Context: an optimization exercise on an open-source flow, tuned for small area. The choices shown serve that exercise and are no tape-out recipe. The RTL was checked by simulation tests, not by an equivalence proof against the original design. No activity file was given, so power comes from the tool's default toggle rates.

[flow/run.sh]
#!/bin/bash
# The standard layout, with plain buf_1 cells as the port buffers.
set -euo pipefail
export BUFFER_PORTS_ARGS="-buffer_cell sky130_fd_sc_hd__buf_1"
bash standard.sh > standard.log 2>&1
[standard.sh]
#!/bin/bash
# synth_recipe.tcl (not shown) runs the flow's synth.tcl, then flattens the netlist and writes it again
# the make line also repeats each setting of config.mk as NAME=value (left out here)
make -C /OpenROAD-flow-scripts/flow DESIGN_CONFIG=/design/flow/config.mk WORK_HOME=/design/flow/orfs CLKGATE_MAP_FILE= SYNTH_SCRIPT=/design/flow/synth_recipe.tcl "${@:-finish}"
[constraint.sdc]
create_clock -name core_clock -period 5.0 [get_ports {clk100_i}]
set_input_delay 1.0000 -clock core_clock [delete_from_list [all_inputs] [get_ports {clk100_i}]]
set_output_delay 1.0000 -clock core_clock [all_outputs]
set_load 0.01 [all_outputs]
[design.v]
module fsm_with_fifo(
  input        clk100_i,
  input        rstn_i,
  input        btn_i,
  output       full_o,
  output [7:0] transmit_lane_o
);
reg  [2:0] sync;
always @(posedge clk100_i) begin
  sync[0] <= ~btn_i;
  sync[1] <= sync[0];
  sync[2] <= sync[1];
end
wire press = sync[1] & ~sync[2];
reg  [4:0] n;
wire empty = ~n[4] & ~n[2] & ~n[0];
wire full  =  n[4] & ~n[3] &  n[2];
assign full_o = full;
wire n_up = ~n[4] | (n[2] & ~n[1]);    
wire n_dn = ~n[0] | (n[4] & ~n[1]);    
wire [16:1] occ;
assign occ[1]  = ~n[3] & ~n[1] &  n[0];
assign occ[2]  = ~n[4] & ~n[2] &  n[1];
assign occ[3]  = ~n[3] &  n[2] &  n[0];
assign occ[4]  = ~n[4] &  n[3] &  n[1];
assign occ[5]  =  n[4] &  n[2] &  n[0];
assign occ[6]  =  n[3] &  n[1] & ~n[0];
assign occ[7]  =  n[3] & ~n[1] & ~n[0];
assign occ[8]  =  n[4] & ~n[2] & ~n[1];
assign occ[9]  = ~n[2] & ~n[0];
assign occ[10] = ~n[3] &  n[2] & ~n[1];
assign occ[11] = ~n[4] &  n[3] & ~n[2];
assign occ[12] =  n[4] & ~n[3] &  n[0];
assign occ[13] = ~n[4] &  n[1] & ~n[0];
assign occ[14] =  n[2] & ~n[1] &  n[0];
assign occ[15] =  n[3] & ~n[2] &  n[1];
assign occ[16] =  n[4] & ~n[3] &  n[2];
reg  [4:0] ph;
wire idle = ~|ph;
wire rd   = ~ph[4] & ~ph[1] &  ph[0];
wire fin  =  ph[4] & ~ph[3] & ~ph[0];
wire ph_in = (~ph[4] & ph[0]) | (ph[4] & ph[3] & ~ph[1]) | (idle & ~empty);
wire wr  = press & ~full;
reg  [3:0] cnt;
reg  [3:0] mem [0:15];
integer i;
always @(posedge clk100_i) begin
  if (wr) begin
    mem[0] <= cnt;
    for (i = 1; i < 16; i = i + 1)
      mem[i] <= mem[i-1];
  end
end
reg  [3:0] head;
always @* begin
  head = 4'd0;
  for (i = 0; i < 16; i = i + 1)
    head = head | ({4{occ[i+1]}} & mem[i]);
end
reg  [3:0] dout;
always @(posedge clk100_i)
  if (rd) dout <= head;
reg  [7:0] tx;
assign transmit_lane_o = tx;
always @(posedge clk100_i or negedge rstn_i) begin
  if (!rstn_i) begin
    n   <= 5'd0;
    ph  <= 5'd0;
    cnt <= 4'd0;
    tx  <= 8'd0;
  end
  else begin
    if (wr & ~rd)
      n <= {n[3:0], n_up};
    else if (rd & ~wr)
      n <= {n_dn, n[4:1]};
    if (press)
      cnt <= cnt + 4'd1;
    ph <= {ph[3:0], ph_in};
    if (fin) begin
      tx[3:0] <= dout;
      if (dout < tx[3:0])
        tx[7:4] <= tx[7:4] + 4'd1;
    end
  end
end
endmodule
[config.mk]
export PLATFORM = sky130hd
export DESIGN_NAME = fsm_with_fifo
export DESIGN_NICKNAME = fsm_with_fifo
export VERILOG_FILES = /design/flow/design.v
export SDC_FILE = /design/flow/constraint.sdc
export NUM_CORES = 4
export LEC_CHECK = 0
export CAP_MARGIN = 20
export CORE_MARGIN = 2
export CORE_UTILIZATION = 40
export SLEW_MARGIN = 20
==> flow_summary.toml, run 1 <==
[grt]
globalRouteOverflowTotal = 0
grt_max_degree = 65
grtUsageTotal_pct = 14.3
grt_pass1_vias = 2042
grt_first_pass_wirelength_um = 10700
antenna_found_initial = 0

[floorplanning]
initial_core_util_pct = 41.7
core-area_um2 = 8810
ios = 12
die_h_um = 99.8
die_x_um = 99.8
die_area_um2 = 9950
rows = 34

[worst_setup_path]
reg2reg_from = "n[0]"
cpMaxStageDelayCell = "dfrtp_1"
cp_cell_sequence = "inv_2 > nor3_1 > buf_1"
worst-endpoint-required_ns = 4.00
r2r_end = "dout[3]"
crit_fanout = 21
cp-start-kind = "flop"
cp_data_arrival_time_ns = 1.96
rrSetupSlack_ns = 2.71
critPathKind = "flop to primary output"
ff2ff_path_depth = 4
critPathMaxStageDelay_ns = 0.76
crit_path_end_kind = "primary output"

[cells_and_area]
synthToLayoutAreaGrowth_pct = 9.28
n_antenna_cell = 0
drive_above_1_share_pct = 7.01
fin_nets = 275

[detailed_routing]
first_pass_iters = 5
first_iter_violations = 182
wl_per_cell_um = 17.0
postRouteAntennaNets = 0
vias_per_cell = 5.53
num_vias = 2096
remaining_drc_errors = 0
wirelength_um = 6430

[synthesis]
syn_area_um2 = 3670
synthMostInstantiatedCell = "edfxtp_1"
synth.area.top_cells = "edfxtp_1, dfrtp_1, a22oi_1"
synth_cell_types = 42
synth_edf_count = 68
synth_common_cells = "edfxtp_1, dfrtp_1, nand2_1"
ys.flop_type = "edfxtp_1"
yosysSeqAreaShare_pct = 72.3
synth-seq-cells = 93
synth_fp_nets = 262
async_reset_ff_share_pct = 23.7
syn-mean-instance-area_um2 = 14.5
netlist_instances = 253
synth_area_leader_cell = "edfxtp_1"
yosysWarnings = 2
synth_top_area_share_pct = 55.7

[sta]
fin_crit_ns = 2.96
drv_slew = 0
fmax_mhz = 338
setup_viol = 0
rsz0062_at_grt = "false"
timing.setup.tns_ns = 0
finalHoldViolCount = 0
tightest_slew_ns = 0.793
slew_headroom_pct = 47.1
fin_crit_sh_pct = 59.1
fin_skew_ns = 0.00968

[clocking]
clkSinkCount = 93
clock-root-buffer = "clkbuf_8"
clk_pin_slew_ns = 0.08
post_cts_resized = 0
clockBufferDepth = 2
holdBufCountCts = 0
clock_latency_ns = 0.35
cts_tree = "yes"
cts_made_buffers = 9
h-tree-depth = 3
post_cts_buffers = 0

[min_path]
hold_class = "flop to flop"
holdPathEnd = "sync[1]"
min_from = "sync[0]"
holdPathStages = 0

[placement]
io_buffer_count = 11
dpl.hpwl_um = 4170
gp_congestion = 0.775

[power_and_ir_drop]
cellPowerDensity_nw_per_um2 = 561
p_leak_nw = 1.41
power_w = 0.00225
vdd_drop_max_v = 0.000249

[run]
max_cap_violations = 0

[outcome]
status = "timing/DRC/antenna clean"
## sequential cells by signal (all words and copies together) (netlist names)
| register | cells |
|---|---|
| mem | 64 |
| tx | 8 |
| n | 5 |
| ph | 5 |
| cnt | 4 |
| dout | 4 |
| sync | 3 |
## how the worst max path moves through the flow
stage | slack [ns] | endpoint | start
after floorplan | 0.02 | n[0] | n[3]
after global placement | 2.45 | full_o | n[2]
after detailed placement | 2.42 | full_o | n[2]
after CTS | 2.02 | full_o | n[2]
after global routing | 1.87 | full_o | n[2]
final | 2.04 | full_o | n[2]
## stage by stage
| step | instances | worst slack (ns) | cell area (µm²) | util, % | hold WS, ns |
|---|---|---|---|---|---|
| floorplan | 253 | 0.0215 | 3670 | - | 0.310 |
| global route | 379 | 1.87 | 4010 | 45.5 | 0.348 |
| detailed placement | 363 | 2.42 | 3820 | 43.4 | 0.315 |
| global placement | 363 | 2.45 | 3820 | 43.4 | 0.321 |
| finish | 379 | 2.04 | 4010 | 45.5 | 0.335 |
| CTS | 379 | 2.02 | 4010 | 45.5 | 0.341 |
## cells by family (layout without fill, tap and decap cells)
logic type / count (synthesis) / in the layout / share of synthesized area (%)
simple gates: 57 / 57 / 8.19
mux: 7 / 7 / 2.01
buf+inv: 21 / 39 / 2.29
xor+xnor: 6 / 6 / 1.43
fa+ha+maj: 6 / 6 / 2.05
compound gates: 63 / 63 / 11.7
flops: 93 / 93 / 72.3
## placed cells by master (no fill, tap or decap), drive strengths merged, types with 7 or more instances in the layout
| master | n |
|---|---|
| edfxtp | 68 |
| dfrtp | 22 |
| o21ai | 18 |
| nand2 | 16 |
| clkbuf | 14 |
| a22oi | 13 |
| buf | 13 |
| nor2 | 9 |
| inv | 9 |
| a21oi | 8 |
| nand2b | 7 |
## area by class of cell
class                   count  area (µm²)
multi-input cells         139         940
fillers                   775        4800
inverters                  10        37.5
repair buffers             13        56.3
well taps                 108         135
clock inverters             2        35.0
flip-flops and latches     93        2650
clock buffers              14         153
## critical path: cells and delay by family, from the launching register on
kind	cells	cell delay, ns
DFF	1	0.76
and+or+nand+nor	1	0.42
buffers and inverters	2	0.43
## per-layer routing
| metal | GRT usage [%] | wire, µm |
|---|---|---|
| met5 | 0 | 0 |
| met4 | 5.37 | 55 |
| met3 | 4.15 | 342 |
| met2 | 21.2 | 3000 |
| met1 | 20.0 | 3030 |
## power by group
group / switching [W] / internal (W)
clock: 0.000238 / 0.000245
sequential: 0.000205 / 0.00101
combinational: 0.000306 / 0.000241
total: 0.000748 / 0.00150
==> run 2, diff against run 1 <==
==> run.sh (new file) <==
#!/bin/bash
# synth_recipe.tcl (not shown) runs the flow's synth.tcl, then flattens the netlist and writes it again
# the make line also repeats each setting of config.mk as NAME=value (left out here)
make -C /OpenROAD-flow-scripts/flow DESIGN_CONFIG=/design/flow/config.mk WORK_HOME=/design/flow/orfs CLKGATE_MAP_FILE= SYNTH_SCRIPT=/design/flow/synth_recipe.tcl finish
removed: flow/run.sh
removed: standard.sh
==> run 2 against run 1 <==
Worst setup slack worse by 0.50 ns. Register-to-register slack worse by 0.10 ns. Count of clock-buffer cells in the layout unchanged. Combinational power up 8.4%. Flip-flop and latch count unchanged. Hold slack worse by 0.0014 ns. Critical path type unchanged. Largest cell class unchanged. Largest power group unchanged. Highest routed layer unchanged.
==> flow_summary.toml, run 2 <==
[placement]
dp_slack_ns = 1.97
gp_congestion = 0.785
dpl.hpwl_um = 4210
io_buffer_count = 11

[clocking]
post_cts_buffers = 0
holdBufCountCts = 0
clkSinkCount = 93
post_cts_resized = 0
h-tree-depth = 3
clock-root-buffer = "clkbuf_8"
clock_latency_ns = 0.35
cts_tree = "yes"
clockBufferDepth = 2
clk_pin_slew_ns = 0.09
cts_made_buffers = 9

[cells_and_area]
n_fill_cell = 769
synthToLayoutAreaGrowth_pct = 11.2
regMostFlops = "mem"
fin_nets = 274
final_common_cell = "edfxtp_1"
reg_top3 = "mem (64), tx (8)"
largest_register_ffs = 64
n_antenna_cell = 0
drive_above_1_share_pct = 6.67
layout_common_cells = "edfxtp_1, dfrtp_1, nand2_1"

[sta]
finalHoldViolCount = 0
fin_crit_ns = 3.46
tightest_slew_ns = 0.791
timing.setup.tns_ns = 0
whs_ns = 0.334
fmax_mhz = 289
drv_slew = 0
fin_crit_sh_pct = 69.2
slew_headroom_pct = 47.3
rsz0062_at_grt = "false"
setup_viol = 0
fin_skew_ns = 0.0128
fin_ws_ns = 1.54

[power_and_ir_drop]
pwr-share-comb_pct = 25.4
pwr-share-clk_pct = 22.4
p_switching_w = 0.000754
p_int_w = 0.00158
vdd_drop_max_v = 0.000289
cellPowerDensity_nw_per_um2 = 571
p_leak_nw = 1.44
p_seq_share_pct = 52.2
switching_share_pct = 32.3

[worst_setup_path]
ff2ff_path_depth = 8
cp_data_arrival_time_ns = 2.46
crit_fanout = 21
r2r_end = "n[0]"
reg2reg_from = "n[2]"
critPathKind = "flop to primary output"
worst-endpoint-required_ns = 4.00
cp-start-kind = "flop"
endpoint = "full_o"
worstSetupStartpoint = "n[2]"
crit_path_end_kind = "primary output"
rrSetupSlack_ns = 2.61

[detailed_routing]
first_iter_violations = 202
num_vias = 2134
remaining_drc_errors = 0
vias_per_cell = 5.65
wl_per_cell_um = 17.4
wirelength_um = 6560
postRouteAntennaNets = 0
first_pass_iters = 5

[synthesis]
async_reset_ff_share_pct = 23.7
synth_cell_types = 42
syn_area_um2 = 3670
netlist_instances = 253
yosysSeqAreaShare_pct = 72.3
ys.flop_type = "edfxtp_1"
synth.area.top_cells = "edfxtp_1, dfrtp_1, a22oi_1"
synth-seq-cells = 93
synth_top_area_share_pct = 55.7
synth_fp_nets = 262
synth_edf_count = 68
synthMostInstantiatedCell = "edfxtp_1"
synth_area_leader_cell = "edfxtp_1"
syn-mean-instance-area_um2 = 14.5
yosysWarnings = 2
synth_common_cells = "edfxtp_1, dfrtp_1, nand2_1"

[grt]
antenna_found_initial = 0
grtUsageTotal_pct = 14.1
grt_max_degree = 65
grt_pass1_vias = 2071
grt_first_pass_wirelength_um = 10700
globalRouteOverflowTotal = 0

[floorplanning]
die_h_um = 99.8
initial_core_util_pct = 41.7
rows = 34
ios = 12
die_area_um2 = 9950
core-area_um2 = 8810
die_x_um = 99.8

[min_path]
hold_class = "flop to flop"

[outcome]
status = "timing/DRC/antenna clean"

[run]
max_cap_violations = 0
[run 2: layout make-up]
class	instances	area, µm²	area share, %
sequential	93	2650	65.0
multi-input combinational	139	940	23.0
clock buffer	14	143	3.50
tap	108	135	3.31
timing repair buffer	12	113	2.76
clock inverter	2	60.1	1.47
inverter	10	37.5	0.920
[run 2: how the worst min path moves through the flow]
| stage | from | endpoint | depth (start not counted) |
|---|---|---|---|
| global route | sync[0] | sync[1] | 0 |
| detailed placement | sync[0] | sync[1] | 0 |
| CTS | sync[0] | sync[1] | 0 |
| finish | sync[0] | sync[1] | 0 |
| floorplan | sync[0] | sync[1] | 0 |
| global placement | sync[0] | sync[1] | 0 |
[run 2: per-stage QoR]
| stage | cells | util (%) | total power [W] | cell area, µm² |
|---|---|---|---|---|
| after floorplan | 253 | - | 0.00161 | 3670 |
| after global placement | 362 | 44.1 | 0.00180 | 3880 |
| after detailed placement | 362 | 44.1 | 0.00182 | 3880 |
| after CTS | 378 | 46.4 | 0.00235 | 4090 |
| after global routing | 378 | 46.3 | 0.00248 | 4080 |
| final | 378 | 46.3 | 0.00233 | 4080 |
[run 2: routing by layer]
| metal | wire length [µm] | track usage, % | up-vias |
|---|---|---|---|
| met2 | 2990 | 21.4 | 74 |
| li1 | - | - | 987 |
| met5 | 0 | 0 | - |
| met3 | 333 | 4.15 | 10 |
| met1 | 3140 | 19.4 | 1063 |
| met4 | 97 | 4.85 | 0 |
[run 2: cells by family (layout without fill, tap and decap cells)]
family	after synthesis	count (layout)	synth area share [%]
adder cells (fa/ha/maj)	6	6	2.05
flip-flops	93	93	72.3
AND/OR/NAND/NOR	57	57	8.19
AO/OA/AOI/OAI	63	63	11.7
XOR/XNOR	6	6	1.43
multiplexers	7	7	2.01
buffers and inverters	21	38	2.29
[run 2: worst max-delay path, cell delays in order, from the launching register on]
cell and delay (ns):
dfrtp_1 0.76, inv_2 0.22, nor3_1 0.47, clkdlybuf4s50_1 0.64
[run 2: power by group through the flow]
stage          combinational [W]  clock [W]  sequential, W
2_1_floorplan           0.000478          0        0.00113
3_3_place_gp            0.000575          0        0.00123
6_report                0.000592   0.000522        0.00122
4_1_cts                 0.000589   0.000538        0.00122
5_1_grt                 0.000663   0.000569        0.00125
3_5_place_dp            0.000587          0        0.00123
==> run 3, diff against run 2 <==
==> flow/run.sh (new file) <==
#!/bin/bash
# The standard layout, with plain buf_1 cells as the port buffers and a
# clock tree of smaller buffers without dummy loads.
set -euo pipefail
export BUFFER_PORTS_ARGS="-buffer_cell sky130_fd_sc_hd__buf_1"
export CTS_ARGS="-sink_clustering_enable -repair_clock_nets -dont_use_dummy_load -buf_list {sky130_fd_sc_hd__clkbuf_4 sky130_fd_sc_hd__clkbuf_8} -sink_clustering_buffer sky130_fd_sc_hd__clkbuf_8 -sink_clustering_size 16 -sink_clustering_max_diameter 60"
bash standard.sh > standard.log 2>&1
==> standard.sh (new file) <==
#!/bin/bash
# synth_recipe.tcl (not shown) runs the flow's synth.tcl, then flattens the netlist and writes it again
# the make line also repeats each setting of config.mk as NAME=value (left out here)
make -C /OpenROAD-flow-scripts/flow DESIGN_CONFIG=/design/flow/config.mk WORK_HOME=/design/flow/orfs CLKGATE_MAP_FILE= SYNTH_SCRIPT=/design/flow/synth_recipe.tcl "${@:-finish}"
removed: run.sh
==> run 3 against run 2 <==
Still clean on timing, DRC and antenna. Final area fell by 3.3%. Worst setup slack improved by 0.47 ns. Sequential share of layout area rose by 2.2 points. Critical path type unchanged. Largest cell class unchanged. Highest routed layer unchanged.
==> flow_summary.toml, run 3 <==
[floorplanning]
core-area_um2 = 8810
ios = 12
rows = 34
initial_core_util_pct = 41.7
die_area_um2 = 9950
die_x_um = 99.8
die_h_um = 99.8

[worst_setup_path]
cp_cell_sequence = "inv_2 > nor3_1 > buf_1"
path_buf_inv = 2
worst-endpoint-required_ns = 4.00
crit_fanout = 21
r2r_end = "n[0]"
crit_path_end_kind = "primary output"
critPathKind = "flop to primary output"
reg2reg_from = "n[2]"
cp_data_arrival_time_ns = 1.99
cp-start-kind = "flop"
cpLargestDelayFamily = "flip-flops"
rrSetupSlack_ns = 2.67
ff2ff_path_depth = 8
critPathMaxStageDelay_ns = 0.77
cpMaxStageDelayCell = "dfrtp_1"

[cells_and_area]
seqCellArea_um2 = 2650
drive_above_1_share_pct = 6.06
multi_input_area_um2 = 940
synthToLayoutAreaGrowth_pct = 7.54
n_antenna_cell = 0
layout_common_cells = "edfxtp_1, dfrtp_1, nand2_1"
postLayoutCellArea_um2 = 3950
n_fill_cell = 782
final_common_cell = "edfxtp_1"
fin_nets = 275
regMostFlops = "mem"
largest_register_ffs = 64
reg_top3 = "mem (64), tx (8)"

[detailed_routing]
first_iter_violations = 178
first_pass_iters = 6
vias_per_cell = 5.64
wirelength_um = 6470
postRouteAntennaNets = 0
remaining_drc_errors = 0
wl_per_cell_um = 17.4
num_vias = 2097

[sta]
slew_headroom_pct = 47.5
fmax_mhz = 335
fin_crit_ns = 2.99
tightest_slew_ns = 0.788
fin_crit_sh_pct = 59.7
timing.setup.tns_ns = 0
fin_skew_ns = 0.0189
setup_viol = 0
drv_slew = 0
finalHoldViolCount = 0
rsz0062_at_grt = "false"

[power_and_ir_drop]
pwr-share-comb_pct = 25.5
p_leak_nw = 1.38
p_seq_share_pct = 56.7
p_int_w = 0.00142
vdd_drop_max_v = 0.000247
cellPowerDensity_nw_per_um2 = 546
pwr-share-clk_pct = 17.8
switching_share_pct = 34.2
p_switching_w = 0.000736

[synthesis]
synth_common_cells = "edfxtp_1, dfrtp_1, nand2_1"
synth_cell_types = 42
yosysSeqAreaShare_pct = 72.3
synth_fp_nets = 262
synthMostInstantiatedCell = "edfxtp_1"
synth_area_leader_cell = "edfxtp_1"
synth_top_area_share_pct = 55.7
ys.flop_type = "edfxtp_1"
syn_area_um2 = 3670
synth.area.top_cells = "edfxtp_1, dfrtp_1, a22oi_1"
synth-seq-cells = 93
synth_edf_count = 68
async_reset_ff_share_pct = 23.7
netlist_instances = 253
syn-mean-instance-area_um2 = 14.5
yosysWarnings = 2

[grt]
grt_pass1_vias = 2046
antenna_found_initial = 0
grt_max_degree = 65
grtUsageTotal_pct = 14.1
grt_first_pass_wirelength_um = 10600
globalRouteOverflowTotal = 0

[clocking]
clock-root-buffer = "clkbuf_8"
post_cts_resized = 0
clk_pin_slew_ns = 0.07
clkSinkCount = 93
holdBufCountCts = 0
h-tree-depth = 3
clock_latency_ns = 0.36
cts_made_buffers = 9
post_cts_buffers = 0
clockBufferDepth = 2
cts_tree = "yes"

[placement]
dpl.hpwl_um = 4170
gp_congestion = 0.775
placed_area_um2 = 3820
io_buffer_count = 11

[min_path]
min_from = "sync[0]"
hold_class = "flop to flop"
holdPathStages = 0
holdPathEnd = "sync[1]"

[outcome]
status = "timing/DRC/antenna clean"

[run]
max_cap_violations = 0
## run 3: cell types whose count changed in the layout (fill, tap and decap cells not counted)
| cell | before | now |
|---|---|---|
| buf_2 | 1 | 0 |
| buf_1 | 0 | 11 |
| clkbuf_1 | 5 | 0 |
| clkdlybuf4s50_1 | 10 | 0 |
| bufinv_16 | 2 | 0 |
| buf_4 | 1 | 2 |
## run 3: worst max path at each step
stage | cells past startpoint | start | endpoint | slack, ns
detailed placement | 3 | n[2] | full_o | 2.42
global route | 3 | n[2] | full_o | 1.89
floorplan | 10 | n[3] | n[0] | 0.02
global placement | 3 | n[2] | full_o | 2.45
finish | 3 | n[2] | full_o | 2.01
CTS | 3 | n[2] | full_o | 2.04
## run 3: logic make-up (layout without fill, tap and decap cells)
family                   Yosys count  in the layout  share of synthesized area (%)
buffers and inverters             21             32                           2.29
AO/OA/AOI/OAI                     63             63                           11.7
flip-flops                        93             93                           72.3
multiplexers                       7              7                           2.01
AND/OR/NAND/NOR                   57             57                           8.19
XOR/XNOR                           6              6                           1.43
adder cells (fa/ha/maj)            6              6                           2.05
## run 3: power by group through the flow
stage	registers [W]	clock network, W	logic [W]
after floorplan	0.00113	0	0.000478
after global placement	0.00123	0	0.000535
after detailed placement	0.00124	0	0.000545
after CTS	0.00122	0.000397	0.000547
after global routing	0.00125	0.000421	0.000621
final	0.00122	0.000384	0.000548
## run 3: routing by layer
layer  up-vias  track usage (%)  part of all wire [%]
met2        66             21.2                    47
met4         0             5.06                   1.1
met5         -                0                     0
met1      1048             19.8                    47
met3         6             3.94                   4.5
li1        977                -                     -
## run 3: through the flow
step | power (W) | utilization [%] | setup slack, ns | instances | hold WS, ns
global route | 0.00229 | 44.8 | 1.89 | 372 | 0.346
finish | 0.00215 | 44.8 | 2.01 | 372 | 0.335
floorplan | 0.00161 | - | 0.0215 | 253 | 0.310
CTS | 0.00216 | 44.8 | 2.04 | 372 | 0.340
global placement | 0.00177 | 43.4 | 2.45 | 363 | 0.321
detailed placement | 0.00178 | 43.4 | 2.42 | 363 | 0.315
## run 3: cell type report
| class | count | area share [%] |
|---|---|---|
| timing repair buffer | 13 | 1.43 |
| tap | 108 | 3.43 |
| sequential | 93 | 67.2 |
| multi-input combinational | 139 | 23.8 |
| inverter | 10 | 0.951 |
| clock buffer | 9 | 3.14 |
==> run 4, diff against run 3 <==
--- a/config.mk
+++ b/config.mk
@@ -7,5 +7,5 @@
 export LEC_CHECK = 0
 export CAP_MARGIN = 20
 export CORE_MARGIN = 2
-export CORE_UTILIZATION = 40
+export CORE_UTILIZATION = 65
 export SLEW_MARGIN = 20
==> run 4 against run 3 <==
Total power decreased by 0.57%. Clock power decreased by 2%. Hold slack improved by 0.0040 ns. Worst setup slack got worse by 0.030 ns. Sequential share of layout area increased by 0.78 points. Largest cell class unchanged. Highest routed layer unchanged.
==> flow_summary.toml, run 4 <==
[cells_and_area]
seqCellArea_um2 = 2650
multi_input_area_um2 = 940
fin_nets = 275
n_antenna_cell = 0
utilization_pct = 71.3
reg_top3 = "mem (64), tx (8)"
synthToLayoutAreaGrowth_pct = 6.31
largest_register_ffs = 64
n_fill_cell = 374
regMostFlops = "mem"
layout_common_cells = "edfxtp_1, dfrtp_1, nand2_1"
drive_above_1_share_pct = 6.06
final_common_cell = "edfxtp_1"

[power_and_ir_drop]
vdd_drop_max_v = 0.000328
p_leak_nw = 1.38
cellPowerDensity_nw_per_um2 = 549

[floorplanning]
ios = 12
rows = 27
die_area_um2 = 6260
initial_core_util_pct = 67.0
die_x_um = 79.1
die_h_um = 79.1
core-area_um2 = 5470

[synthesis]
yosysWarnings = 2
synth_edf_count = 68
synth_common_cells = "edfxtp_1, dfrtp_1, nand2_1"
netlist_instances = 253
syn_area_um2 = 3670
synth_fp_nets = 262
yosysSeqAreaShare_pct = 72.3
synth_area_leader_cell = "edfxtp_1"
syn-mean-instance-area_um2 = 14.5
synth_top_area_share_pct = 55.7
synthMostInstantiatedCell = "edfxtp_1"
ys.flop_type = "edfxtp_1"
synth-seq-cells = 93
synth.area.top_cells = "edfxtp_1, dfrtp_1, a22oi_1"
synth_cell_types = 42
async_reset_ff_share_pct = 23.7

[detailed_routing]
num_vias = 2062
wirelength_um = 6320
first_iter_violations = 286
remaining_drc_errors = 0
wl_per_cell_um = 18.8
postRouteAntennaNets = 0
vias_per_cell = 6.14
first_pass_iters = 4

[sta]
tightest_slew_ns = 0.786
whs_ns = 0.338
fin_crit_ns = 3.02
fin_crit_sh_pct = 60.3
fmax_mhz = 332
slew_headroom_pct = 47.6
finalHoldViolCount = 0
fin_skew_ns = 0.0177
setup_viol = 0
drv_slew = 0
rsz0062_at_grt = "false"
timing.setup.tns_ns = 0

[worst_setup_path]
rrSetupSlack_ns = 2.61
cp-start-kind = "flop"
cp_data_arrival_time_ns = 2.02
worst-endpoint-required_ns = 4.00
cp_cell_sequence = "inv_2 > nor3_1 > buf_1"
critPathMaxStageDelay_ns = 0.78
cpLargestDelayFamily = "flip-flops"
crit_fanout = 21
crit_path_end_kind = "primary output"
critPathKind = "flop to primary output"
path_buf_inv = 2
cpMaxStageDelayCell = "dfrtp_1"

[outcome]
status = "timing/DRC/antenna clean"

[grt]
grt_first_pass_wirelength_um = 10400
globalRouteOverflowTotal = 0
antenna_found_initial = 0
grt_pass1_vias = 1994
grtUsageTotal_pct = 22.9
grt_max_degree = 65

[clocking]
h-tree-depth = 3
clockBufferDepth = 2
post_cts_resized = 0
clkSinkCount = 93
cts_tree = "yes"
post_cts_buffers = 0
clock_latency_ns = 0.35
holdBufCountCts = 0
cts_made_buffers = 9
clock-root-buffer = "clkbuf_8"
clk_pin_slew_ns = 0.08

[placement]
dpl.hpwl_um = 4020
gp_congestion = 0.886
io_buffer_count = 11

[run]
max_cap_violations = 0

[min_path]
hold_class = "flop to flop"
run 4: cell counts in the layout (fill, tap and decap cells not counted):
Identical to the previous run, type by type.
run 4: kinds of logic (layout without fill, tap and decap cells):
| kind of cell | count (synthesis) | after routing | synth area share [%] |
|---|---|---|---|
| AO/OA/AOI/OAI | 63 | 63 | 11.7 |
| XOR/XNOR | 6 | 6 | 1.43 |
| adder cells (fa/ha/maj) | 6 | 6 | 2.05 |
| buffers and inverters | 21 | 32 | 2.29 |
| flip-flops | 93 | 93 | 72.3 |
| multiplexers | 7 | 7 | 2.01 |
| AND/OR/NAND/NOR | 57 | 57 | 8.19 |
run 4: final cells by class:
type,count,area share (%)
clock buffers,9,3.18
inverters,10,0.962
multi-input cells,139,24.1
flip-flops and latches,93,68.0
well taps,72,2.31
repair buffers,13,1.44
run 4: worst paths after layout:
kind / start / to / depth (start not counted)
min in group asynchronous: rstn_i / n[1] / 2
max: n[2] / full_o / 3
max reg2reg: n[2] / n[0] / 8
max in group asynchronous: rstn_i / n[3] / 2
min reg2reg: sync[0] / sync[1] / 0
min: sync[0] / sync[1] / 0
run 4: routing by layer:
metal / vias up / track usage [%] / wire, µm
met3: 13 / 5.34 / 412
met1: 995 / 34.5 / 2930
li1: 980 / - / -
met4: 0 / 11.6 / 164
met5: - / 0 / 0
met2: 74 / 31.7 / 2810
run 4: metrics by stage:
step | power (W) | instances | worst slack (ns) | instance area (µm²)
floorplan | 0.00161 | 253 | 0.0215 | 3670
CTS | 0.00215 | 336 | 1.98 | 3900
global placement | 0.00176 | 327 | 2.42 | 3780
global route | 0.00228 | 336 | 1.81 | 3900
finish | 0.00214 | 336 | 1.98 | 3900
detailed placement | 0.00178 | 327 | 2.35 | 3780
run 4: report_power, final:
part / internal (W) / total (W) / switching (W)
clock network: 0.000161 / 0.000375 / 0.000214
registers: 0.00102 / 0.00122 / 0.000205
logic: 0.000240 / 0.000546 / 0.000306
total: 0.00142 / 0.00214 / 0.000725
==> run 5, diff against run 4 <==
==> flow/run.sh (replaced) <==
#!/bin/bash
# The standard layout, with plain buf_1 cells as the port buffers and a
# clock tree of smaller buffers without dummy loads.
set -euo pipefail
export BUFFER_PORTS_ARGS="-buffer_cell sky130_fd_sc_hd__buf_1"
export CTS_ARGS="-sink_clustering_enable -repair_clock_nets -dont_use_dummy_load -buf_list {sky130_fd_sc_hd__clkbuf_4 sky130_fd_sc_hd__clkbuf_8} -sink_clustering_buffer sky130_fd_sc_hd__clkbuf_4 -root_buf sky130_fd_sc_hd__clkbuf_8 -sink_clustering_size 16 -sink_clustering_max_diameter 60"
bash standard.sh > standard.log 2>&1
==> run 5 against run 4 <==
Still clean. Combinational power about the same. Critical path depth unchanged. Die area is the same. Synthesized area stayed put. Non-clock buffer count did not move. Via count did not move. Count of clock-buffer cells in the layout unchanged. Total power is the same. Sequential power hardly changed. First-iteration DRC count did not move. Critical endpoint unchanged.
==> flow_summary.toml, run 5 <==
[outcome]
status = "timing/DRC/antenna clean"

[worst_setup_path]
cp-start-kind = "flop"
crit_path_end_kind = "primary output"
ff2ff_path_depth = 8
r2r_end = "n[0]"
worstSetupStartpoint = "n[2]"
worst-endpoint-required_ns = 4.00
cp_data_arrival_time_ns = 2.02
endpoint = "full_o"
crit_fanout = 21
reg2reg_from = "n[2]"
rrSetupSlack_ns = 2.61
critPathKind = "flop to primary output"

[synthesis]
yosysSeqAreaShare_pct = 72.3
async_reset_ff_share_pct = 23.7
synth_compound_area_share_pct = 11.7
synth_area_leader_cell = "edfxtp_1"
synth_common_cells = "edfxtp_1, dfrtp_1, nand2_1"
synth_cell_types = 42
synth-seq-cells = 93
syn_area_um2 = 3670
ys.flop_type = "edfxtp_1"
yosys.area_share.xor_xnor_pct = 1.43
synth.area.top_cells = "edfxtp_1, dfrtp_1, a22oi_1"
netlist_instances = 253
synth_fp_nets = 262
synth-simple-area-share_pct = 8.19
synth-adder-area-share_pct = 2.05
synthMostInstantiatedCell = "edfxtp_1"
synth_top_family_by_area = "compound AO/OA/AOI/OAI gates"
synth_top_area_share_pct = 55.7
synth_edf_count = 68
syn-mean-instance-area_um2 = 14.5
synth_mux_area_share_pct = 2.01
yosysWarnings = 2

[grt]
use_met1_pct = 34.5
grt_first_pass_wirelength_um = 10400
busiest_layer = "met1"
grt_util_met3_pct = 5.34
antenna_found_initial = 0
grt_pass1_vias = 1994
use_met2_pct = 31.7
globalRouteOverflowTotal = 0
grt_max_degree = 65
grtUsageTotal_pct = 22.9

[placement]
place_inst = 327
gp_congestion = 0.886
dpl.hpwl_um = 4020
io_buffer_count = 11

[detailed_routing]
first_pass_iters = 4
vias_per_cell = 6.14
wl_per_cell_um = 18.8
remaining_drc_errors = 0
wirelength_um = 6320
postRouteAntennaNets = 0
first_iter_violations = 286
num_vias = 2062

[cells_and_area]
fin_nets = 275
final_common_cell = "edfxtp_1"
reg_top3 = "mem (64), tx (8)"
n_antenna_cell = 0
n_fill_cell = 374
layout_common_cells = "edfxtp_1, dfrtp_1, nand2_1"
synthToLayoutAreaGrowth_pct = 6.31
regMostFlops = "mem"
drive_above_1_share_pct = 6.06
layout.cells.non_filler = 336
largest_register_ffs = 64

[clocking]
clock-root-buffer = "clkbuf_8"
clockBufferDepth = 2
clk_pin_slew_ns = 0.08
holdBufCountCts = 0
clock_latency_ns = 0.35
cts_made_buffers = 9
cts_tree = "yes"
clkSinkCount = 93
post_cts_buffers = 0
post_cts_resized = 0
h-tree-depth = 3

[sta]
fin_skew_ns = 0.0177
finalHoldViolCount = 0
tightest_slew_ns = 0.786
timing.setup.tns_ns = 0
fin_crit_sh_pct = 60.3
rsz0062_at_grt = "false"
drv_slew = 0
fin_crit_ns = 3.02
setup_viol = 0
slew_headroom_pct = 47.6
fmax_mhz = 332

[run]
max_cap_violations = 0

[floorplanning]
core-area_um2 = 5470
initial_core_util_pct = 67.0
ios = 12
die_h_um = 79.1
die_x_um = 79.1
rows = 27
die_area_um2 = 6260

[power_and_ir_drop]
cellPowerDensity_nw_per_um2 = 549
vdd_drop_max_v = 0.000328
p_leak_nw = 1.38

[min_path]
hold_class = "flop to flop"
## run 5: cell counts in the layout (fill, tap and decap cells not counted)
No cell type changed its count.
## run 5: area by class of cell
class | count | area [µm²] | area share [%]
Tap cell | 72 | 90.1 | 2.31
Multi-Input combinational cell | 139 | 940 | 24.1
Inverter | 10 | 37.5 | 0.962
Sequential cell | 93 | 2650 | 68.0
Clock buffer | 9 | 124 | 3.18
Timing Repair Buffer | 13 | 56.3 | 1.44
## run 5: how the worst min path moves through the flow
stage	slack, ns	to	start	cells after the start
CTS	0.34	sync[1]	sync[0]	0
floorplan	0.31	sync[1]	sync[0]	0
finish	0.34	sync[1]	sync[0]	0
global route	0.35	sync[1]	sync[0]	0
detailed placement	0.32	sync[1]	sync[0]	0
global placement	0.31	sync[1]	sync[0]	0
## run 5: where the power goes
part	switching (W)	internal [W]	total (W)
Sequential	0.000205	0.00102	0.00122
Clock	0.000214	0.000161	0.000375
Combinational	0.000306	0.000240	0.000546
## run 5: worst max-delay path, cell delays in order, from the launching register on
cell     delay, ns
dfrtp_1       0.78
inv_2         0.22
nor3_1        0.46
buf_1         0.20
## run 5: routing by layer
metal	up-vias	routed length, µm
met2	74	2810
li1	980	-
met4	0	164
met3	13	412
met1	995	2930
met5	-	0
## run 5: logic make-up after synthesis
| group | Yosys count |
|---|---|
| adders and majority gates | 6 |
| DFF | 93 |
| muxes | 7 |
| AOI/OAI and AO/OA | 63 |
| xor gates and xnor gates | 6 |
| buffers and inverters | 21 |
| and+or+nand+nor | 57 |
## run 5: stage by stage
stage / hold WS, ns / worst slack, ns / instance area [µm²] / total power, W / util, %
after floorplan: 0.310 / 0.0215 / 3670 / 0.00161 / -
after global placement: 0.310 / 2.42 / 3780 / 0.00176 / 69.0
after detailed placement: 0.322 / 2.35 / 3780 / 0.00178 / 69.0
after CTS: 0.342 / 1.98 / 3900 / 0.00215 / 71.3
after global routing: 0.347 / 1.81 / 3900 / 0.00228 / 71.3
final: 0.338 / 1.98 / 3900 / 0.00214 / 71.3
==> run 6, diff against run 5 <==
==> flow/run.sh (replaced) <==
#!/bin/bash
# The standard layout, with three changes:
# - synthesis maps the logic with an area-oriented ABC script (flow/area.script);
#   everything else in it is the standard flow's own synthesis script, synth_recipe.tcl;
# - the port buffers are buf_1 cells;
# - the clock tree leaves out dummy loads.
set -euo pipefail
work=$(pwd)
# synthesis script: synth_recipe.tcl with yosys's abc pass given flow/area.script
{
  head -n 1 synth_recipe.tcl
  cat <<TCL
proc abc {args} {
  set i [lsearch -exact \$args -script]
  if {\$i >= 0} { lset args [expr {\$i + 1}] $work/flow/area.script }
  yosys abc {*}\$args
}
TCL
  tail -n +2 synth_recipe.tcl
} > own_synth.tcl
sed "s#SYNTH_SCRIPT=[^ ]*synth_recipe.tcl#SYNTH_SCRIPT=$work/own_synth.tcl#" standard.sh > own_standard.sh
grep -q "SYNTH_SCRIPT=$work/own_synth.tcl" own_standard.sh
export BUFFER_PORTS_ARGS="-buffer_cell sky130_fd_sc_hd__buf_1"
export CTS_ARGS="-sink_clustering_enable -repair_clock_nets -dont_use_dummy_load -sink_clustering_size 8 -sink_clustering_max_diameter 30 -buf_list {sky130_fd_sc_hd__clkbuf_2 sky130_fd_sc_hd__clkbuf_4 sky130_fd_sc_hd__clkbuf_8}"
bash own_standard.sh > standard.log 2>&1
==> flow/area.script (new file) <==
&get -n
&st
&dc2
&dch
&nf -a -R 1000
&put
--- a/config.mk
+++ b/config.mk
@@ -7,5 +7,5 @@
 export LEC_CHECK = 0
 export CAP_MARGIN = 20
 export CORE_MARGIN = 2
-export CORE_UTILIZATION = 65
+export CORE_UTILIZATION = 40
 export SLEW_MARGIN = 20
==> run 6 against run 5 <==
Final cell count grew 2.7%. Routed wire length grew 5.1%. Core utilization shrank 27 points. Die area grew 51%. Hold slack lost 0.0020 ns. Synthesized cell count shrank 15%. Flip-flop and latch count is the same. Critical path depth shrank 1. Count of clock-buffer cells in the layout is the same. Largest power group unchanged.
==> flow_summary.toml, run 6 <==
[outcome]
status = "timing/DRC/antenna clean"

[sta]
setup_viol = 0
rsz0062_at_grt = "false"
slew_headroom_pct = 42.9
finalHoldViolCount = 0
fmax_mhz = 394
fin_skew_ns = 0.0293
fin_crit_sh_pct = 50.8
fin_ws_ns = 2.46
timing.setup.tns_ns = 0
drv_slew = 0
fin_crit_ns = 2.54
tightest_slew_ns = 0.855

[worst_setup_path]
worst-endpoint-required_ns = 4.00
cp_cell_sequence = "and3_1 > buf_1"
cpLargestDelayFamily = "flip-flops"
critPathKind = "flop to primary output"
cp-start-kind = "flop"
path_buf_inv = 1
crit_path_end_kind = "primary output"
cp_data_arrival_time_ns = 1.54
critPathMaxStageDelay_ns = 0.55
cpMaxStageDelayCell = "dfrtp_1"
crit_fanout = 14
rrSetupSlack_ns = 2.55

[floorplanning]
initial_core_util_pct = 40.6
die_area_um2 = 9450
rows = 34
die_h_um = 97.2
ios = 12
core-area_um2 = 8550
die_x_um = 97.2

[placement]
dp_slack_ns = 2.53
dpl.hpwl_um = 4320
gp_congestion = 0.772
io_buffer_count = 11

[detailed_routing]
wl_per_cell_um = 19.3
num_vias = 1975
vias_per_cell = 5.72
first_iter_violations = 346
wirelength_um = 6650
first_pass_iters = 5
remaining_drc_errors = 0
postRouteAntennaNets = 0

[power_and_ir_drop]
vdd_drop_max_v = 0.000245
switching_share_pct = 33.0
p_leak_nw = 1.30
p_seq_share_pct = 55.2
pwr-share-comb_pct = 26.7
p_switching_w = 0.000696
p_int_w = 0.00141
pwr-share-clk_pct = 18.1
cellPowerDensity_nw_per_um2 = 555

[synthesis]
synth_cell_types = 29
netlist_instances = 215
synth_common_cells = "edfxtp_1, dfrtp_1, a22oi_1, nand2_1, nor2_1"
syn_area_um2 = 3480
synth.area.top_cells = "edfxtp_1, dfrtp_1, a22oi_1"
synth_edf_count = 68
ys.flop_type = "edfxtp_1"
syn-mean-instance-area_um2 = 16.2
synth_top_area_share_pct = 58.7
yosysSeqAreaShare_pct = 76.3
yosysWarnings = 2
async_reset_ff_share_pct = 23.7
synth_area_leader_cell = "edfxtp_1"
synth_fp_nets = 224
synthMostInstantiatedCell = "edfxtp_1"
synth-seq-cells = 93

[grt]
grt_max_degree = 46
globalRouteOverflowTotal = 0
grtUsageTotal_pct = 14.7
grt_pass1_vias = 1922
antenna_found_initial = 0
grt_first_pass_wirelength_um = 10600

[cells_and_area]
drive_above_1_share_pct = 5.06
synthToLayoutAreaGrowth_pct = 9.29
layout_common_cells = "edfxtp_1, dfrtp_1, nand2_1, a22oi_1, buf_1"
largest_register_ffs = 64
n_antenna_cell = 0
reg_top3 = "mem (64), tx (8)"
regMostFlops = "mem"
fin_nets = 248
final_common_cell = "edfxtp_1"

[clocking]
clock_latency_ns = 0.36
cts_tree = "yes"
clockBufferDepth = 2
clkSinkCount = 93
h-tree-depth = 3
cts_made_buffers = 9
holdBufCountCts = 0
clock-root-buffer = "clkbuf_8"
clk_pin_slew_ns = 0.08
post_cts_buffers = 0
post_cts_resized = 0

[run]
max_cap_violations = 0

[min_path]
hold_class = "flop to flop"
## run 6: cells by family (layout without fill, tap and decap cells)
family | Yosys count | count (layout) | share of synthesized area (%)
AND/OR/NAND/NOR | 51 | 51 | 7.74
XOR/XNOR | 6 | 6 | 1.51
buffers and inverters | 8 | 30 | 0.864
AO/OA/AOI/OAI | 47 | 47 | 10.1
multiplexers | 4 | 4 | 1.30
flip-flops | 93 | 93 | 76.3
adder cells (fa/ha/maj) | 6 | 6 | 2.16
## run 6: area by class of cell
type,instances,area [µm²]
multi-input cells,114,801
inverters,8,30.0
repair buffers,13,56.3
clock buffers,9,124
fillers,764,4750
well taps,108,135
flip-flops and latches,93,2650
## run 6: power by group through the flow
stage | registers, W | logic [W] | clock network [W]
final | 0.00116 | 0.000563 | 0.000383
after global routing | 0.00118 | 0.000634 | 0.000427
after CTS | 0.00116 | 0.000564 | 0.000396
after detailed placement | 0.00118 | 0.000563 | 0
after global placement | 0.00117 | 0.000548 | 0
after floorplan | 0.00115 | 0.000378 | 0
## run 6: through the flow
step / std cells / utilization, % / hold slack, ns / total power [W] / instance area [µm²]
floorplan: 215 / - / 0.310 / 0.00153 / 3480
global placement: 336 / 43.0 / 0.311 / 0.00172 / 3670
detailed placement: 336 / 43.0 / 0.323 / 0.00174 / 3670
CTS: 345 / 44.4 / 0.343 / 0.00212 / 3800
global route: 345 / 44.4 / 0.359 / 0.00224 / 3800
finish: 345 / 44.4 / 0.337 / 0.00211 / 3800
## run 6: worst paths after layout
| check | end | from | depth (start not counted) |
|---|---|---|---|
| worst min register to register | sync[1] | sync[0] | 0 |
| worst max register to register | n[0] | n[3] | 7 |
| min in group asynchronous | tx[7] | rstn_i | 2 |
| worst min-delay path | sync[1] | sync[0] | 0 |
| worst max-delay path | full_o | n[2] | 2 |
| max in group asynchronous | n[2] | rstn_i | 2 |
## run 6: worst register-to-register path, delay by kind of cell, from the launching register on
kind            cells  cell delay, ns
simple gates        3            0.96
fa+ha+maj           1            0.43
flops               1            0.44
buf+inv             1            0.19
compound gates      2            0.31
## run 6: metal layers
layer / wire [µm] / part of all wire (%) / track usage, %
met4: 49 / 0.74 / 3.85
met2: 2980 / 45 / 21.9
met3: 538 / 8.1 / 5.04
met5: 0 / 0 / 0
met1: 3080 / 46 / 21.0
==> run 7, diff against run 6 <==
--- a/flow/run.sh
+++ b/flow/run.sh
@@ -21,5 +21,5 @@
 sed "s#SYNTH_SCRIPT=[^ ]*synth_recipe.tcl#SYNTH_SCRIPT=$work/own_synth.tcl#" standard.sh > own_standard.sh
 grep -q "SYNTH_SCRIPT=$work/own_synth.tcl" own_standard.sh
 export BUFFER_PORTS_ARGS="-buffer_cell sky130_fd_sc_hd__buf_1"
-export CTS_ARGS="-sink_clustering_enable -repair_clock_nets -dont_use_dummy_load -sink_clustering_size 8 -sink_clustering_max_diameter 30 -buf_list {sky130_fd_sc_hd__clkbuf_2 sky130_fd_sc_hd__clkbuf_4 sky130_fd_sc_hd__clkbuf_8}"
+export CTS_ARGS="-sink_clustering_enable -repair_clock_nets -dont_use_dummy_load -buf_list {sky130_fd_sc_hd__clkbuf_4} -root_buf sky130_fd_sc_hd__clkbuf_16"
 bash own_standard.sh > standard.log 2>&1
--- a/config.mk
+++ b/config.mk
@@ -7,5 +7,5 @@
 export LEC_CHECK = 0
 export CAP_MARGIN = 20
 export CORE_MARGIN = 2
-export CORE_UTILIZATION = 40
+export CORE_UTILIZATION = 55
 export SLEW_MARGIN = 20
==> run 7 against run 6 <==
Flip-flop and latch count unchanged. Synthesized cell count did not move. Hold slack worse by 0.0023 ns. Critical path depth did not move. Final cell count fell by 9.9%. Sequential power about the same. Global-route usage rose by 5.6 points. Non-clock buffer count fell by 1. Worst setup slack improved by 0.023 ns. Combinational power is 0.7% higher. First-iteration DRC count up 13%. Count of clock-buffer cells in the layout is the same.
==> flow_summary.toml, run 7 <==
[floorplanning]
die_area_um2 = 6970
die_h_um = 83.5
rows = 28
initial_core_util_pct = 57.7
die_x_um = 83.5
ios = 12
core-area_um2 = 6030

[detailed_routing]
num_vias = 1985
wirelength_um = 6620
remaining_drc_errors = 0
first_iter_violations = 392
vias_per_cell = 6.38
wl_per_cell_um = 21.3
first_pass_iters = 6
postRouteAntennaNets = 0

[grt]
antenna_found_initial = 0
busiest_layer = "met1"
globalRouteOverflowTotal = 0
grt_util_met3_pct = 4.85
grt_pass1_vias = 1872
use_met2_pct = 29.2
use_met1_pct = 30.7
grt_max_degree = 65
grtUsageTotal_pct = 20.4
grt_first_pass_wirelength_um = 10500

[sta]
setup_viol = 0
finalHoldViolCount = 0
slew_headroom_pct = 48.0
fin_crit_ns = 2.52
drv_slew = 0
fin_skew_ns = 0.0193
timing.setup.tns_ns = 0
tightest_slew_ns = 0.779
fin_crit_sh_pct = 50.3
fmax_mhz = 397
rsz0062_at_grt = "false"

[synthesis]
syn_area_um2 = 3480
async_reset_ff_share_pct = 23.7
synth.area.top_cells = "edfxtp_1, dfrtp_1, a22oi_1"
synth_area_leader_cell = "edfxtp_1"
synth-seq-cells = 93
synthMostInstantiatedCell = "edfxtp_1"
synth_fp_nets = 224
yosysSeqAreaShare_pct = 76.3
netlist_instances = 215
ys.flop_type = "edfxtp_1"
yosysWarnings = 2
synth_cell_types = 29
synth_edf_count = 68
syn-mean-instance-area_um2 = 16.2
synth_common_cells = "edfxtp_1, dfrtp_1, a22oi_1, nand2_1, nor2_1"
synth_top_area_share_pct = 58.7

[placement]
io_buffer_count = 11
gp_congestion = 0.982
dpl.hpwl_um = 4470

[clocking]
clkSinkCount = 93
holdBufCountCts = 0
post_cts_resized = 0
clock_latency_ns = 0.33
post_cts_buffers = 0
clockBufferDepth = 2
h-tree-depth = 3
clk_pin_slew_ns = 0.06
cts_tree = "yes"
cts_made_buffers = 9
clock-root-buffer = "clkbuf_16"

[power_and_ir_drop]
power_w = 0.00228
vdd_drop_max_v = 0.000312
switching_share_pct = 31.2
p_leak_nw = 1.34
pwr-share-comb_pct = 24.8
p_seq_share_pct = 51.1
p_switching_w = 0.000713
pwr-share-clk_pct = 24.1
p_int_w = 0.00157
cellPowerDensity_nw_per_um2 = 593

[cells_and_area]
synthToLayoutAreaGrowth_pct = 10.8
regMostFlops = "mem"
layout_common_cells = "edfxtp_1, dfrtp_1, nand2_1, a22oi_1, buf_1"
drive_above_1_share_pct = 5.08
final_common_cell = "edfxtp_1"
fin_nets = 247
reg_top3 = "mem (64), tx (8)"
n_antenna_cell = 0
largest_register_ffs = 64

[run]
max_cap_violations = 0

[worst_setup_path]
cp-start-kind = "flop"
critPathKind = "flop to primary output"
cp_data_arrival_time_ns = 1.52
crit_path_end_kind = "primary output"
worst-endpoint-required_ns = 4.00
crit_fanout = 14

[min_path]
hold_class = "flop to flop"

[outcome]
status = "timing/DRC/antenna clean"
-- run 7: cell types whose count changed in the layout (fill, tap and decap cells not counted), sizes merged --
cell / delta
buf: -2
clkbuf: +1
-- run 7: cell type report --
class / count / area [µm²]
Clock buffer: 9 / 225
Inverter: 8 / 30.0
Sequential cell: 93 / 2650
Fill cell: 439 / 2170
Tap cell: 75 / 93.8
Timing Repair Buffer: 12 / 50.0
Multi-Input combinational cell: 114 / 801
-- run 7: logic make-up after synthesis --
kind of cell | share of synthesized area (%)
flip-flops | 76.3
AND/OR/NAND/NOR | 7.74
AO/OA/AOI/OAI | 10.1
buffers and inverters | 0.864
XOR/XNOR | 1.51
adder cells (fa/ha/maj) | 2.16
multiplexers | 1.30
-- run 7: path summary, 6_finish.rpt --
| check | start | to | slack (ns) | depth (start not counted) |
|---|---|---|---|---|
| min in group asynchronous | rstn_i | cnt[1] | 0.64 | 1 |
| hold / removal | sync[0] | sync[1] | 0.33 | 0 |
| max in group asynchronous | rstn_i | tx[1] | 3.97 | 1 |
| setup / recovery | n[2] | full_o | 2.48 | 2 |
| setup reg to reg | n[3] | mem[14][0] | 2.85 | 4 |
| hold reg to reg | sync[0] | sync[1] | 0.33 | 0 |
-- run 7: metal layers --
layer,vias to the layer above,wire [µm]
met3,15,589
met4,0,92
met2,116,3050
li1,890,-
met1,964,2890
met5,-,0
-- run 7: worst max-delay path, stage by stage (launching register included) --
cell	delay, ns
dfrtp_1	0.55
and3_1	0.44
buf_1	0.20
-- run 7: power by group through the flow --
stage	registers, W	logic, W	clock network [W]
after global routing	0.00119	0.000626	0.000599
after floorplan	0.00115	0.000378	0
final	0.00117	0.000567	0.000549
after CTS	0.00117	0.000567	0.000560
after detailed placement	0.00118	0.000563	0
after global placement	0.00116	0.000550	0
-- run 7: through the flow --
| step | cells | cell area, µm² | utilization [%] | hold slack, ns | worst slack, ns |
|---|---|---|---|---|---|
| 6_report | 311 | 3850 | 63.9 | 0.334 | 2.48 |
| 5_1_grt | 311 | 3850 | 63.9 | 0.344 | 2.41 |
| 4_1_cts | 311 | 3850 | 63.9 | 0.340 | 2.50 |
| 3_5_place_dp | 302 | 3630 | 60.2 | 0.325 | 2.85 |
| 3_3_place_gp | 302 | 3630 | 60.2 | 0.310 | 2.89 |
| 2_1_floorplan | 215 | 3480 | - | 0.310 | 0.139 |
==> run 8, diff against run 7 <==
--- a/flow/run.sh
+++ b/flow/run.sh
@@ -21,5 +21,5 @@
 sed "s#SYNTH_SCRIPT=[^ ]*synth_recipe.tcl#SYNTH_SCRIPT=$work/own_synth.tcl#" standard.sh > own_standard.sh
 grep -q "SYNTH_SCRIPT=$work/own_synth.tcl" own_standard.sh
 export BUFFER_PORTS_ARGS="-buffer_cell sky130_fd_sc_hd__buf_1"
-export CTS_ARGS="-sink_clustering_enable -repair_clock_nets -dont_use_dummy_load -buf_list {sky130_fd_sc_hd__clkbuf_4} -root_buf sky130_fd_sc_hd__clkbuf_16"
+export CTS_ARGS="-sink_clustering_enable -repair_clock_nets -dont_use_dummy_load -buf_list {sky130_fd_sc_hd__clkbuf_4} -root_buf sky130_fd_sc_hd__clkbuf_8"
 bash own_standard.sh > standard.log 2>&1
==> run 8 against run 7 <==
Still clean. Final cell count did not move. Clock skew rose by 0.0064 ns. Worst setup slack got worse by 0.029 ns. Clock power fell by 32%. Global-route usage fell by 0.13 points. Largest cell class unchanged.
==> flow_summary.toml, run 8 <==
[synthesis]
synth-simple-area-share_pct = 7.74
yosysSeqAreaShare_pct = 76.3
synth_common_cells = "edfxtp_1, dfrtp_1, a22oi_1, nand2_1, nor2_1"
synthMostInstantiatedCell = "edfxtp_1"
yosysWarnings = 2
synth_top_family_by_area = "compound AO/OA/AOI/OAI gates"
synth_area_leader_cell = "edfxtp_1"
synth_cell_types = 29
yosys.area_share.xor_xnor_pct = 1.51
synth_edf_count = 68
synth-adder-area-share_pct = 2.16
synth.area.top_cells = "edfxtp_1, dfrtp_1, a22oi_1"
syn_area_um2 = 3480
synth_compound_area_share_pct = 10.1
synth_mux_area_share_pct = 1.30
synth_top_area_share_pct = 58.7
async_reset_ff_share_pct = 23.7
synth-seq-cells = 93
netlist_instances = 215
syn-mean-instance-area_um2 = 16.2
ys.flop_type = "edfxtp_1"
synth_fp_nets = 224

[grt]
grt_pass1_vias = 1888
grt_max_degree = 65
globalRouteOverflowTotal = 0
grt_first_pass_wirelength_um = 10400
grtUsageTotal_pct = 20.2
antenna_found_initial = 0

[floorplanning]
initial_core_util_pct = 57.7
core-area_um2 = 6030
ios = 12
die_area_um2 = 6970
die_h_um = 83.5
rows = 28
die_x_um = 83.5

[detailed_routing]
vias_per_cell = 6.32
remaining_drc_errors = 0
first_pass_iters = 5
wl_per_cell_um = 21.1
postRouteAntennaNets = 0
wirelength_um = 6560
first_iter_violations = 354
num_vias = 1964

[clocking]
clockBufferDepth = 2
post_cts_resized = 0
clock-root-buffer = "clkbuf_8"
h-tree-depth = 3
holdBufCountCts = 0
post_cts_buffers = 0
cts_made_buffers = 9
clock_latency_ns = 0.34
clk_pin_slew_ns = 0.09
clkSinkCount = 93
cts_tree = "yes"

[sta]
fmax_mhz = 393
rsz0062_at_grt = "false"
fin_crit_sh_pct = 50.9
timing.setup.tns_ns = 0
finalHoldViolCount = 0
setup_viol = 0
fin_skew_ns = 0.0257
slew_headroom_pct = 47.8
drv_slew = 0
tightest_slew_ns = 0.783
fin_crit_ns = 2.55

[outcome]
status = "timing/DRC/antenna clean"

[cells_and_area]
largest_register_ffs = 64
final_common_cell = "edfxtp_1"
synthToLayoutAreaGrowth_pct = 7.92
n_antenna_cell = 0
regMostFlops = "mem"
drive_above_1_share_pct = 5.08
layout_common_cells = "edfxtp_1, dfrtp_1, nand2_1, a22oi_1, buf_1"
fin_nets = 247
reg_top3 = "mem (64), tx (8)"
n_fill_cell = 455
utilization_pct = 62.3
postLayoutCellArea_um2 = 3750

[power_and_ir_drop]
vdd_drop_max_v = 0.000271
pwr-share-clk_pct = 17.7
pwr-share-comb_pct = 27.0
p_seq_share_pct = 55.3
cellPowerDensity_nw_per_um2 = 562
p_leak_nw = 1.30
p_int_w = 0.00141
switching_share_pct = 32.9
p_switching_w = 0.000693

[worst_setup_path]
cp-start-kind = "flop"
r2r_end = "mem[13][1]"
cp_data_arrival_time_ns = 1.55
crit_path_end_kind = "primary output"
endpoint = "full_o"
ff2ff_path_depth = 4
rrSetupSlack_ns = 2.84
worstSetupStartpoint = "n[2]"
critPathKind = "flop to primary output"
reg2reg_from = "n[3]"
crit_fanout = 14
worst-endpoint-required_ns = 4.00

[min_path]
min_from = "sync[0]"
hold_class = "flop to flop"

[placement]
placed_area_um2 = 3630
dpl.hpwl_um = 4470
gp_congestion = 0.982
io_buffer_count = 11

[run]
max_cap_violations = 0
## run 8: cell counts after synthesis
No cell type changed its count.
## run 8: cell families after synthesis
family                   count (synthesis)
multiplexers                             4
buffers and inverters                    8
XOR/XNOR                                 6
flip-flops                              93
AO/OA/AOI/OAI                           47
AND/OR/NAND/NOR                         51
adder cells (fa/ha/maj)                  6
## run 8: how the worst min path moves through the flow
stage               to  slack, ns  depth (start not counted)
2_1_floorplan  sync[1]       0.31                          0
3_3_place_gp   sync[1]       0.31                          0
3_5_place_dp   sync[1]       0.32                          0
4_1_cts        sync[1]       0.35                          0
5_1_grt        sync[1]       0.35                          0
6_report       sync[1]       0.34                          0
## run 8: cell type report
type,instances,area (µm²),share of cell area (%)
inverter,8,30.0,0.801
sequential,93,2650,70.7
timing repair buffer,12,50.0,1.33
clock buffer,9,124,3.30
multi-input combinational,114,801,21.3
tap,75,93.8,2.50
## run 8: worst max-delay path, stage by stage, from the launching register on
cell     delay (ns)
dfrtp_1        0.57
and3_1         0.44
buf_1          0.20
## run 8: layer usage
layer / track usage, % / share of wire (%) / up-vias
met4: 8.94 / 2.0 / 0
met1: 30.6 / 45 / 970
met2: 29.1 / 46 / 87
li1: - / - / 891
met5: 0 / 0 / -
met3: 3.66 / 7.5 / 16
## run 8: stage by stage
stage / power, W / setup WS [ns] / hold slack [ns] / std cells
after CTS: 0.00211 / 2.48 / 0.346 / 311
after floorplan: 0.00153 / 0.139 / 0.310 / 215
after global routing: 0.00223 / 2.38 / 0.350 / 311
after global placement: 0.00171 / 2.89 / 0.310 / 302
after detailed placement: 0.00174 / 2.85 / 0.325 / 302
final: 0.00211 / 2.45 / 0.340 / 311
## run 8: power by group through the flow
| stage | clock (W) | sequential [W] | combinational, W |
|---|---|---|---|
| floorplan | 0 | 0.00115 | 0.000378 |
| global placement | 0 | 0.00116 | 0.000550 |
| detailed placement | 0 | 0.00118 | 0.000563 |
| CTS | 0.000383 | 0.00116 | 0.000567 |
| global route | 0.000418 | 0.00119 | 0.000626 |
| finish | 0.000373 | 0.00117 | 0.000570 |
==> run 9, diff against run 8 <==
--- a/flow/run.sh
+++ b/flow/run.sh
@@ -21,5 +21,5 @@
 sed "s#SYNTH_SCRIPT=[^ ]*synth_recipe.tcl#SYNTH_SCRIPT=$work/own_synth.tcl#" standard.sh > own_standard.sh
 grep -q "SYNTH_SCRIPT=$work/own_synth.tcl" own_standard.sh
 export BUFFER_PORTS_ARGS="-buffer_cell sky130_fd_sc_hd__buf_1"
-export CTS_ARGS="-sink_clustering_enable -repair_clock_nets -dont_use_dummy_load -buf_list {sky130_fd_sc_hd__clkbuf_4} -root_buf sky130_fd_sc_hd__clkbuf_8"
+export CTS_ARGS="-sink_clustering_enable -repair_clock_nets -dont_use_dummy_load -sink_clustering_size 16 -sink_clustering_max_diameter 60 -buf_list {sky130_fd_sc_hd__clkbuf_4 sky130_fd_sc_hd__clkbuf_8}"
 bash own_standard.sh > standard.log 2>&1
--- a/config.mk
+++ b/config.mk
@@ -7,5 +7,5 @@
 export LEC_CHECK = 0
 export CAP_MARGIN = 20
 export CORE_MARGIN = 2
-export CORE_UTILIZATION = 55
+export CORE_UTILIZATION = 40
 export SLEW_MARGIN = 20
==> run 9 against run 8 <==
Combinational power down 1%. Count of clock-buffer cells in the layout unchanged. Clock skew up 0.0036 ns. Highest routed layer unchanged. Worst setup slack better by 0.0064 ns. Sequential share of layout area down 0.88 points. Global-route usage down 5.5 points. Via count up 0.56%. Largest power group unchanged.
==> flow_summary.toml, run 9 <==
[synthesis]
synth_top_area_share_pct = 58.7
synth_fp_nets = 224
syn-mean-instance-area_um2 = 16.2
async_reset_ff_share_pct = 23.7
syn_area_um2 = 3480
netlist_instances = 215
ys.flop_type = "edfxtp_1"
synth_edf_count = 68
synth_area_leader_cell = "edfxtp_1"
yosysWarnings = 2
synth_cell_types = 29
yosysSeqAreaShare_pct = 76.3
synth.area.top_cells = "edfxtp_1, dfrtp_1, a22oi_1"
synth-seq-cells = 93
synthMostInstantiatedCell = "edfxtp_1"
synth_common_cells = "edfxtp_1, dfrtp_1, a22oi_1, nand2_1, nor2_1"

[sta]
tightest_slew_ns = 0.855
fin_crit_sh_pct = 50.8
fmax_mhz = 394
fin_skew_ns = 0.0293
finalHoldViolCount = 0
slew_headroom_pct = 42.9
drv_slew = 0
timing.setup.tns_ns = 0
setup_viol = 0
whs_ns = 0.337
fin_crit_ns = 2.54
rsz0062_at_grt = "false"

[placement]
gp_congestion = 0.772
io_buffer_count = 11
dpl.hpwl_um = 4320

[cells_and_area]
largest_register_ffs = 64
final_common_cell = "edfxtp_1"
layout_common_cells = "edfxtp_1, dfrtp_1, nand2_1, a22oi_1, buf_1"
n_antenna_cell = 0
fin_nets = 248
reg_top3 = "mem (64), tx (8)"
synthToLayoutAreaGrowth_pct = 9.29
n_fill_cell = 764
drive_above_1_share_pct = 5.06
regMostFlops = "mem"

[grt]
grt_max_degree = 46
grt_pass1_vias = 1922
globalRouteOverflowTotal = 0
grtUsageTotal_pct = 14.7
antenna_found_initial = 0
grt_first_pass_wirelength_um = 10600

[floorplanning]
ios = 12
rows = 34
core-area_um2 = 8550
initial_core_util_pct = 40.6
die_h_um = 97.2
die_x_um = 97.2
die_area_um2 = 9450

[detailed_routing]
wirelength_um = 6650
postRouteAntennaNets = 0
first_pass_iters = 5
num_vias = 1975
wl_per_cell_um = 19.3
first_iter_violations = 346
remaining_drc_errors = 0
vias_per_cell = 5.72

[clocking]
clock-root-buffer = "clkbuf_8"
post_cts_resized = 0
holdBufCountCts = 0
cts_made_buffers = 9
post_cts_buffers = 0
cts_tree = "yes"
clock_latency_ns = 0.36
h-tree-depth = 3
clk_pin_slew_ns = 0.08
clockBufferDepth = 2
clkSinkCount = 93

[power_and_ir_drop]
cellPowerDensity_nw_per_um2 = 555
p_seq_share_pct = 55.2
vdd_drop_max_v = 0.000245
pwr-share-comb_pct = 26.7
pwr-share-clk_pct = 18.1
p_switching_w = 0.000696
p_leak_nw = 1.30
p_int_w = 0.00141
switching_share_pct = 33.0

[worst_setup_path]
worst-endpoint-required_ns = 4.00
cp_data_arrival_time_ns = 1.54
crit_fanout = 14
crit_path_end_kind = "primary output"
cp-start-kind = "flop"
critPathKind = "flop to primary output"

[run]
max_cap_violations = 0

[min_path]
hold_class = "flop to flop"

[outcome]
status = "timing/DRC/antenna clean"
-- run 9: cell counts after synthesis --
Identical to the previous run, type by type.
-- run 9: path summary, 6_finish.rpt --
check	cells after the start	start	endpoint	slack (ns)
min reg2reg	0	sync[0]	sync[1]	0.34
min in group asynchronous	2	rstn_i	tx[7]	0.61
max in group asynchronous	2	rstn_i	n[2]	4.14
max	2	n[2]	full_o	2.46
min	0	sync[0]	sync[1]	0.34
max reg2reg	7	n[3]	n[0]	2.55
-- run 9: cell families (layout without fill, tap and decap cells) --
family / after synthesis / count (layout) / synth area share, %
AOI/OAI and AO/OA: 47 / 47 / 10.1
adders and majority gates: 6 / 6 / 2.16
xor gates and xnor gates: 6 / 6 / 1.51
buffers and inverters: 8 / 30 / 0.864
and+or+nand+nor: 51 / 51 / 7.74
muxes: 4 / 4 / 1.30
DFF: 93 / 93 / 76.3
-- run 9: power by group through the flow --
| stage | sequential (W) | clock [W] | combinational (W) |
|---|---|---|---|
| after CTS | 0.00116 | 0.000396 | 0.000564 |
| after detailed placement | 0.00118 | 0 | 0.000563 |
| after global routing | 0.00118 | 0.000427 | 0.000634 |
| final | 0.00116 | 0.000383 | 0.000563 |
| after global placement | 0.00117 | 0 | 0.000548 |
| after floorplan | 0.00115 | 0 | 0.000378 |
-- run 9: critical path, stage by stage, from the launching register on --
cell and delay, ns:
dfrtp_1 0.55, and3_1 0.43, buf_1 0.22
-- run 9: cell type report --
type | instances | area (µm²) | area share (%)
Inverter | 8 | 30.0 | 0.791
Sequential cell | 93 | 2650 | 69.8
Timing Repair Buffer | 13 | 56.3 | 1.48
Clock buffer | 9 | 124 | 3.26
Tap cell | 108 | 135 | 3.56
Multi-Input combinational cell | 114 | 801 | 21.1
-- run 9: metrics by stage --
stage                     setup WS [ns]  power, W  cell area [µm²]  instances  utilization (%)
after floorplan                   0.139   0.00153             3480        215                -
after global placement             2.64   0.00172             3670        336             43.0
after detailed placement           2.53   0.00174             3670        336             43.0
after CTS                          2.47   0.00212             3800        345             44.4
after global routing               2.23   0.00224             3800        345             44.4
final                              2.46   0.00211             3800        345             44.4
-- run 9: layer usage --
layer  track usage (%)  share of wire [%]  vias to the layer above
li1                  -                  -                      890
met1              21.0                 46                      989
met2              21.9                 45                       92
met3              5.04                8.1                        4
met4              3.85               0.74                        0
met5                 0                  0                        -

re-timing with driven ports:
The flow's constraints put no driver on any port. The routed layouts listed below were extracted and timed again, unchanged, in two steps.
Step 1: set_driving_cell puts a clkbuf_16 on clk100_i and a buf_2 on each other input, an assumption about the parent block.
Step 2 also shifts input and output timing later by t, the mid clock arrival at the registers, as if the neighbouring blocks saw the same clock.
Three values: ideal ports, drivers, drivers and shift; two values: the first two.
run | shift t [ns] | slack for setup (ns) | worst setup path at the end | latest minus earliest clock arrival (ns) | pins driven straight from the clock port
run 1 | 0.377 | 2.044 / 2.013 / 2.390 | register to output | 0.010 / 0.011 | 1
run 2 | 0.379 | 1.542 / 1.512 / 1.891 | register to output | 0.013 / 0.013 | 1
run 3 | 0.378 | 2.015 / 1.984 / 2.361 | register to output | 0.019 / 0.019 | 1
run 4 | 0.376 | 1.984 / 1.952 / 2.328 | register to output | 0.018 / 0.017 | 1
run 5 | 0.376 | 1.984 / 1.952 / 2.328 | register to output | 0.018 / 0.017 | 1
run 6 | 0.376 | 2.461 / 2.430 / 2.551 | register to register | 0.030 / 0.029 | 1
run 7 | 0.356 | 2.484 / 2.450 / 2.806 | register to output | 0.019 / 0.019 | 1
run 8 | 0.361 | 2.455 / 2.424 / 2.785 | register to output | 0.026 / 0.026 | 1
run 9 | 0.376 | 2.461 / 2.430 / 2.551 | register to register | 0.030 / 0.029 | 1
After both steps every run listed still meets setup and hold.
